This is an optimization exercise on Yosys and OpenROAD, whose aim is small area, a short achievable clock period and few clock cycles, not a production implementation.
Function was checked by simulation only, so behaviour that the tests miss may differ from the original.
The clock port is modelled as an ideal driver, which makes a skipped or thinned clock tree look cheaper than it is; a real chip needs a root buffer or a tree.
Power and IR drop assume default switching activity.

// MF
module MF(
	clk,
	rst_n,
	invalid,
	image_in,
	outvalid,
	image_out
);
Size: roughly 820 cells after synthesis, about 260 flip-flops, about 20 I/O pins.
==> flow/config.mk <==
export PLATFORM = sky130hd
export DESIGN_NAME = MF
export DESIGN_NICKNAME = MF
export VERILOG_FILES = /design/flow/design.v
export SDC_FILE = /design/flow/constraint.sdc
export NUM_CORES = 4
export LEC_CHECK = 0
export ABC_AREA = 1
export CAP_MARGIN = 20
export CORE_MARGIN = 2
export CORE_UTILIZATION = 65
export CTS_BUF_LIST = sky130_fd_sc_hd__clkbuf_16
export CTS_CLUSTER_DIAMETER = 80
export CTS_CLUSTER_SIZE = 30
export SLEW_MARGIN = 20
==> flow/constraint.sdc <==
create_clock -name core_clock -period 10.0 [get_ports {clk}]
set_input_delay 2.0000 -clock core_clock [delete_from_list [all_inputs] [get_ports {clk}]]
set_output_delay 2.0000 -clock core_clock [all_outputs]
set_load 0.01 [all_outputs]
standard.sh (not shown) runs the stock make flow with config.mk's settings and CLKGATE_MAP_FILE= SYNTH_SCRIPT=/design/flow/synth_recipe.tcl, a recipe that flattens the netlist after the stock synthesis.
==> flow/flow/run.sh <==
#!/bin/bash
set -euo pipefail
KNOBS="SETUP_SLACK_MARGIN=7.1"
bash standard.sh $KNOBS cts > orfs_flow_cts.log 2>&1
R=orfs/results/$FLOW_PLATFORM/MF/base
openroad -no_init -exit -threads "${NUM_CORES:-4}" flow/unroot.tcl > unroot.log 2>&1
bash standard.sh $KNOBS finish > orfs_flow_finish.log 2>&1
==> flow/flow/unroot.tcl <==
# After clock tree synthesis:
#  - then build the two remaining levels from inverters instead of buffers
#    (an inverter is about half a buffer's delay): every register still sees
#    two stages and an even number of inversions, so no register's clock
#    moves against another's.
set odb orfs/results/$::env(FLOW_PLATFORM)/MF/base/4_cts.odb
read_db $odb
set block [ord::get_db_block]
set port_net [[$block findBTerm clk] getNet]

proc out_net {inst} {
  foreach it [$inst getITerms] { if {[$it isOutputSignal]} { return [$it getNet] } }
  return "NULL"
}
proc loads {net} {
  set l {}
  if {$net eq "NULL" || $net eq ""} { return $l }
  foreach it [$net getITerms] { if {[$it isInputSignal]} { lappend l $it } }
  return $l
}

# 1. remove the root buffer
set roots {}
foreach it [$port_net getITerms] { lappend roots [$it getInst] }
if {[llength $roots] != 1} { puts "unroot: clock port drives [llength $roots] cells; left as is"; write_db $odb; exit 0 }
set root [lindex $roots 0]
set rnet [out_net $root]
set rloads [loads $rnet]
if {![string match "sky130_fd_sc_hd__clkbuf_*" [[$root getMaster] getName]] || [llength $rloads] > 4 || [llength [$rnet getBTerms]] > 0} {
  puts "unroot: root not removed"; write_db $odb; exit 0
}
foreach it $rloads { $it disconnect; $it connect $port_net }
puts "unroot: removed [$root getName]; clock port now drives [llength $rloads] buffers"
odb::dbInst_destroy $root
odb::dbNet_destroy $rnet

# 2. the tree must be port -> mid buffers -> leaf buffers -> registers
set mids {}
foreach it [$port_net getITerms] { lappend mids [$it getInst] }
set leaves {}
set ok 1
foreach m $mids {
  if {![string match "sky130_fd_sc_hd__clkbuf_*" [[$m getMaster] getName]]} { set ok 0 }
  foreach it [loads [out_net $m]] {
    set l [$it getInst]
    set ln [out_net $l]
    if {$ln eq "NULL"} continue   ;# a dummy load
    if {![string match "sky130_fd_sc_hd__clkbuf_*" [[$l getMaster] getName]]} { set ok 0; continue }
    lappend leaves $l
    foreach fit [loads $ln] {
      set f [$fit getInst]
      if {[[$f getMaster] getType] ne "CORE" || [string match "*clkbuf*" [[$f getMaster] getName]] || [[$fit getMTerm] getName] ne "CLK"} {
        if {[out_net $f] ne "NULL" && [llength [loads [out_net $f]]] > 0} { set ok 0 }
      }
    }
  }
}
if {!$ok} { puts "unroot: tree is not two buffer levels; buffers kept"; write_db $odb; exit 0 }

proc to_inv {block inst mname} {
  set m [[ord::get_db] findMaster $mname]
  set in_net ""; set o_net ""
  foreach it [$inst getITerms] {
    if {[$it isInputSignal]} { set in_net [$it getNet] }
    if {[$it isOutputSignal]} { set o_net [$it getNet] }
  }
  set name [$inst getName]
  set loc [$inst getLocation]
  odb::dbInst_destroy $inst
  set new [odb::dbInst_create $block $m ${name}_inv]
  $new setLocation [lindex $loc 0] [lindex $loc 1]
  $new setPlacementStatus PLACED
  [$new findITerm A] connect $in_net
  [$new findITerm Y] connect $o_net
}
foreach m $mids { to_inv $block $m sky130_fd_sc_hd__clkinv_16 }
foreach l $leaves { to_inv $block $l sky130_fd_sc_hd__clkinv_8 }
puts "unroot: [llength $mids] mid and [llength $leaves] leaf buffers made inverters"
detailed_placement
check_placement
write_db $odb
Testbench counts at the start, summed over its fixed seeds: cycles 14,592.
Change:
--- a/flow/flow/run.sh
+++ b/flow/flow/run.sh
@@ -2,3 +2,3 @@
 set -euo pipefail
-KNOBS="SETUP_SLACK_MARGIN=7.1"
+KNOBS="SETUP_SLACK_MARGIN=7.45"
 bash standard.sh $KNOBS cts > orfs_flow_cts.log 2>&1
--- a/flow/flow/unroot.tcl
+++ b/flow/flow/unroot.tcl
@@ -78,2 +78,29 @@
 puts "unroot: [llength $mids] mid and [llength $leaves] leaf buffers made inverters"
+
+# the tree's dummy loads (clock buffers that drive nothing) go
+foreach inst [$block getInsts] {
+  if {![string match "sky130_fd_sc_hd__clkbuf_*" [[$inst getMaster] getName]]} continue
+  set o [out_net $inst]
+  if {$o ne "NULL" && [llength [loads $o]] > 0} continue
+  set inn ""
+  foreach it [$inst getITerms] { if {[$it isInputSignal]} { set inn [$it getNet] } }
+  if {$inn eq "" || $inn eq "NULL" || [$inn getSigType] ne "CLOCK"} continue
+  puts "unroot: removed dummy load [$inst getName]"
+  odb::dbInst_destroy $inst
+  if {$o ne "NULL"} { odb::dbNet_destroy $o }
+}
+
+# 3. the input port buffers: plain small buffers instead of delay cells
+set n 0
+foreach bt [$block getBTerms] {
+  if {[$bt getIoType] ne "INPUT" || [$bt getName] eq "clk"} continue
+  foreach it [[$bt getNet] getITerms] {
+    set b [$it getInst]
+    if {[string match "sky130_fd_sc_hd__*dly*" [[$b getMaster] getName]]} {
+      $b swapMaster [[ord::get_db] findMaster sky130_fd_sc_hd__buf_2]
+      incr n
+    }
+  }
+}
+puts "unroot: $n input port buffers made buf_2"
 detailed_placement
ABC_AREA = 0   (was 1)
CTS_CLUSTER_DIAMETER = 60   (was 80)
CTS_CLUSTER_SIZE = 24   (was 30)
Outcome: Sequential cell count does not change. Setup slack is worse by 0.017 ns. Total power shrinks by 3.9%. Wire length shrinks by 12%.
Change:
CORE_UTILIZATION = 55   (was 65)
CTS_CLUSTER_DIAMETER = 80   (was 60)
CTS_CLUSTER_SIZE = 30   (was 24)
After rerunning: Sequential cell count is unchanged. Global-route usage goes down by 3.6 points. Cell area is lower by 0.87%.
Change:
CORE_UTILIZATION = 65   (was 55)
Outcome: Design area decreases by 0.39%; sequential power barely changes; routed wire length increases by 3.8%; total power increases by 0.73%; sequential share of layout area increases by 0.25 points; die area decreases by 15%; combinational power increases by about 2%; register-to-register slack degrades by 0.04 ns.
In the third and fourth runs of this note the design's own scripts or RTL, not TritonCTS, make the clock network.

re-timing with driven ports:
The results above use ideal ports. As a check the final layouts listed here were re-extracted and re-timed, cells and wires unchanged. Step 1 assumes that a clkbuf_16 drives the clock port and a buf_2 every other input. Step 2 adds t to the input delays and takes it off the output delays; t is the mean of the earliest and latest rising clock arrival at the registers after step 1. Input paths then give back, and output paths get back, about the clock's delay inside the block. Slacks: ideal / step 1 / step 2; pairs: ideal / step 1.
run	t, ns	setup WS [ns]	clock arrival spread, ns	pins driven straight from the clock port
the first run	0.307	7.365 / 7.247 / 7.281	0.028 / 0.027	2
the second run	0.315	7.349 / 7.234 / 7.545	0.032 / 0.032	2
the third run	0.303	7.358 / 7.239 / 7.542	0.026 / 0.027	2
the fourth run	0.308	7.373 / 7.255 / 7.528	0.026 / 0.027	2
After both steps every run listed still meets setup and hold. For the first run, which loses most, drivers alone change the setup slack by -0.118 ns; drivers and shift together by -0.084 ns.
